Context: an optimization exercise on an open-source flow, tuned for small area. The choices shown serve that exercise and are no tape-out recipe.
Only simulation tests tie the RTL to the original design; equivalence was not proved.

## lagoon
## uart
module uart (
  input        clk,
  input        rst,               
  input        en_16_x_baud,      
  input  [7:0] tx_data_in,
  input        tx_write_buffer,
  input        tx_reset_buffer,
  output       tx_serial_out,
  output       tx_buffer_full,
  output       tx_buffer_half_full,
  input        rx_serial_in,
  output [7:0] rx_data_out,
  input        rx_read_buffer,
  input        rx_reset_buffer,
  output       rx_buffer_data_present,
  output       rx_buffer_full,
  output       rx_buffer_half_full
);
==> module bbfifo_16x8, before the edit <==
module bbfifo_16x8 (
  input        clk,
  input        gsr,
  input  [7:0] data_in,
  input  [2:0] bit_select,
  output       data_bit,
  input        reset,
  input        write,
  input        read,
  output       full,
  output       half_full,
  output       data_present
);
  reg [127:0] sr;
  reg [3:0]   pointer;
  reg         dp;
  wire pz = (pointer == 4'd0);
  wire valid_write = write & (~full | read);
  always @(posedge clk)
    if (valid_write) sr <= {sr[119:0], data_in};
  wire inc = dp & write & ~read & ~full;
  wire dec = dp & read & ~write & ~pz;
  always @(posedge clk)
    if (gsr | reset) begin
      pointer <= 4'd0;
      dp      <= 1'b0;
    end else begin
      if (inc)      pointer <= pointer + 4'd1;
      else if (dec) pointer <= pointer - 4'd1;
      if (dp) begin
        if (pz & read & ~write) dp <= 1'b0;
      end else
        dp <= write;
    end
  wire [15:0] byte_sel = 16'd1 << pointer;
  wire [7:0]  bit_sel  = 8'd1 << bit_select;
  wire [15:0] bits;
  genvar k;
  generate
    for (k = 0; k < 16; k = k + 1) begin : rd
      assign bits[k] = |(sr[8*k +: 8] & bit_sel);
    end
  endgenerate
  assign data_bit     = |(bits & byte_sel);
  assign full         = &pointer;
  assign half_full    = pointer[3];
  assign data_present = dp;
endmodule
==> module rxfifo_16x8, before the edit <==
module rxfifo_16x8 (
  input        clk,
  input        gsr,
  input  [7:0] data_in,
  output [7:0] data_out,
  input        reset,
  input        write,
  input        read,
  output       full,
  output       half_full,
  output       data_present
);
  reg [7:0]   st [0:15];
  reg [3:0]   pointer;
  reg         dp;
  wire pz = (pointer == 4'd0);
  always @(posedge clk)
    if (read | ~dp) st[0] <= dp ? st[1] : data_in;
  integer i;
  always @(posedge clk)
    for (i = 1; i < 16; i = i + 1)
      if (read | ~dp | (pointer < i))
        st[i] <= (i == 15) ? data_in : st[(i + 1) % 16];
  wire inc = dp & write & ~read & ~full;
  wire dec = dp & read & ~write & ~pz;
  always @(posedge clk)
    if (gsr | reset) begin
      pointer <= 4'd0;
      dp      <= 1'b0;
    end else begin
      if (inc)      pointer <= pointer + 4'd1;
      else if (dec) pointer <= pointer - 4'd1;
      if (dp) begin
        if (pz & read & ~write) dp <= 1'b0;
      end else
        dp <= write;
    end
  assign data_out     = st[0];
  assign full         = &pointer;
  assign half_full    = pointer[3];
  assign data_present = dp;
endmodule
==> module kcuart_rx, before the edit <==
module kcuart_rx (
  input            clk,
  input            gsr,
  input            serial_in,
  output reg [7:0] data_out,
  output           data_strobe,
  input            en_16_x_baud
);
  reg       sync_serial, stop_bit;
  reg [7:0] count;
  wire idle   = (count == 8'd0);
  wire sample = (count[3:0] == 4'd8) & (count[7:4] != 4'd0) & (count[7:4] <= 4'd8);
  assign data_strobe = (count == 8'd152);
  always @(posedge clk) begin
    sync_serial <= serial_in;
    stop_bit    <= gsr | sync_serial;
  end
  always @(posedge clk)
    if (gsr | data_strobe)
      count <= 8'd0;
    else if (en_16_x_baud & (~idle | ~stop_bit))
      count <= count + 8'd1;
  always @(posedge clk)
    if (en_16_x_baud & sample) data_out <= {stop_bit, data_out[7:1]};
endmodule
Settings: LEC_CHECK=0, CAP_MARGIN=20, CORE_MARGIN=2, CORE_UTILIZATION=40, CTS_BUF_LIST=sky130_fd_sc_hd__clkbuf_16, CTS_CLUSTER_DIAMETER=60, CTS_CLUSTER_SIZE=30, SLEW_MARGIN=20; clock period 5.0 ns.
run.sh (not shown) runs the stock make flow with config.mk's settings and CLKGATE_MAP_FILE= SYNTH_SCRIPT=/design/flow/synth_recipe.tcl, a recipe that flattens the netlist after the stock synthesis.
For amber, these inputs were changed with respect to lagoon:
==> flow/design.v, changed modules only <==
module bbfifo_16x8 (
  input        clk,
  input        gsr,
  input  [7:0] data_in,
  input  [2:0] bit_select,
  output       data_bit,
  input        reset,
  input        write,
  input        read,
  output       full,
  output       half_full,
  output       data_present
);
  reg [127:0] sr;
  reg [3:0]   pointer;
  reg         dp;
  wire pz = (pointer == 4'd0);
  wire valid_write = write & (~full | read);
  always @(posedge clk)
    if (valid_write) sr <= {sr[119:0], data_in};
  always @(posedge clk)
    if (gsr | reset) begin
      pointer <= 4'd0;
      dp      <= 1'b0;
    end else if (dp) begin
      if (pz & ~write) begin
        pointer <= 4'd0;
        if (read) dp <= 1'b0;
      end else
        pointer <= pointer + {3'b000, valid_write} - {3'b000, read};
    end else
      dp <= write;
  wire [15:0] byte_sel = 16'd1 << pointer;
  wire [7:0]  bit_sel  = 8'd1 << bit_select;
  wire [15:0] bits;
  genvar k;
  generate
    for (k = 0; k < 16; k = k + 1) begin : rd
      assign bits[k] = |(sr[8*k +: 8] & bit_sel);
    end
  endgenerate
  assign data_bit     = |(bits & byte_sel);
  assign full         = &pointer;
  assign half_full    = pointer[3];
  assign data_present = dp;
endmodule
module rxfifo_16x8 (
  input        clk,
  input        gsr,
  input  [7:0] data_in,
  output [7:0] data_out,
  input        reset,
  input        write,
  input        read,
  output       full,
  output       half_full,
  output       data_present
);
  reg [7:0]   st [0:15];
  reg [3:0]   pointer;
  reg         dp;
  wire pz = (pointer == 4'd0);
  wire valid_write = write & (~full | read);
  always @(posedge clk)
    if (read | ~dp) st[0] <= dp ? st[1] : data_in;
  integer i;
  always @(posedge clk)
    for (i = 1; i < 16; i = i + 1)
      if (read | ~dp | (pointer < i))
        st[i] <= (i == 15) ? data_in : st[(i + 1) % 16];
  always @(posedge clk)
    if (gsr | reset) begin
      pointer <= 4'd0;
      dp      <= 1'b0;
    end else if (dp) begin
      if (pz & ~write) begin
        pointer <= 4'd0;
        if (read) dp <= 1'b0;
      end else
        pointer <= pointer + {3'b000, valid_write} - {3'b000, read};
    end else
      dp <= write;
  assign data_out     = st[0];
  assign full         = &pointer;
  assign half_full    = pointer[3];
  assign data_present = dp;
endmodule
module kcuart_rx (
  input            clk,
  input            gsr,
  input            serial_in,
  output reg [7:0] data_out,
  output reg       data_strobe,
  input            en_16_x_baud
);
  reg       sync_serial, stop_bit;
  reg [7:0] count;
  wire unarmed = (count == 8'd255);
  wire idle    = (count == 8'd0);
  wire sample  = (count[3:0] == 4'd8) & (count[7:4] >= 4'd1) & (count[7:4] <= 4'd8);
  wire done    = (count == 8'd151);
  always @(posedge clk) begin
    sync_serial <= serial_in;
    stop_bit    <= sync_serial;
    data_strobe <= ~gsr & en_16_x_baud & done;
  end
  always @(posedge clk)
    if (gsr)
      count <= 8'd255;
    else if (en_16_x_baud) begin
      if (done)
        count <= 8'd0;
      else if ((unarmed & stop_bit) | (idle & ~stop_bit) | ~(unarmed | idle))
        count <= count + 8'd1;
    end
  always @(posedge clk)
    if (en_16_x_baud & sample) data_out <= {stop_bit, data_out[7:1]};
endmodule
Changes observed in amber relative to lagoon: share of cell area taken by multi-input logic gates +0.78 points; share of synthesized cell area in full adder, half adder and majority cells +1.1 points.
Delta (amber minus lagoon): final routed wirelength across all metal layers saw an increase, worst-case setup margin in the final layout up 170 ps, final clock period utilization by the worst path saw a decrease.

[port drivers added, routing unchanged]
How much do the figures lean on ideal ports? The routed layouts below were timed once more, with nothing changed but the port constraints. Step 1 sets driving cells, clkbuf_16 on the clock port and buf_2 on the other inputs (assumed; they add their load-dependent delay and slew). Step 2 adds t to the input delays and takes it off the output delays; t is the mean of the earliest and latest rising clock arrival at the registers after step 1. Input paths then give back, and output paths get back, about the clock's delay inside the block. Slacks: ideal ports / drivers / drivers and shift; pairs: ideal ports / drivers.
| run | t (ns) | setup slack, ns | worst setup path after step 2 | worst register clock-pin slew, ns | worst slew at a driven data input, ns |
|---|---|---|---|---|---|
| lagoon | 0.551 | 1.614 / 1.568 / 1.711 | input to register | 0.09 / 0.09 | 0.04 |
| amber | 0.562 | 1.782 / 1.737 / 1.774 | input to register | 0.09 / 0.09 | 0.03 |
After both steps setup and hold are still met in every run listed. For amber, which loses most, drivers alone change the setup slack by -0.045 ns; drivers and shift together by -0.008 ns.
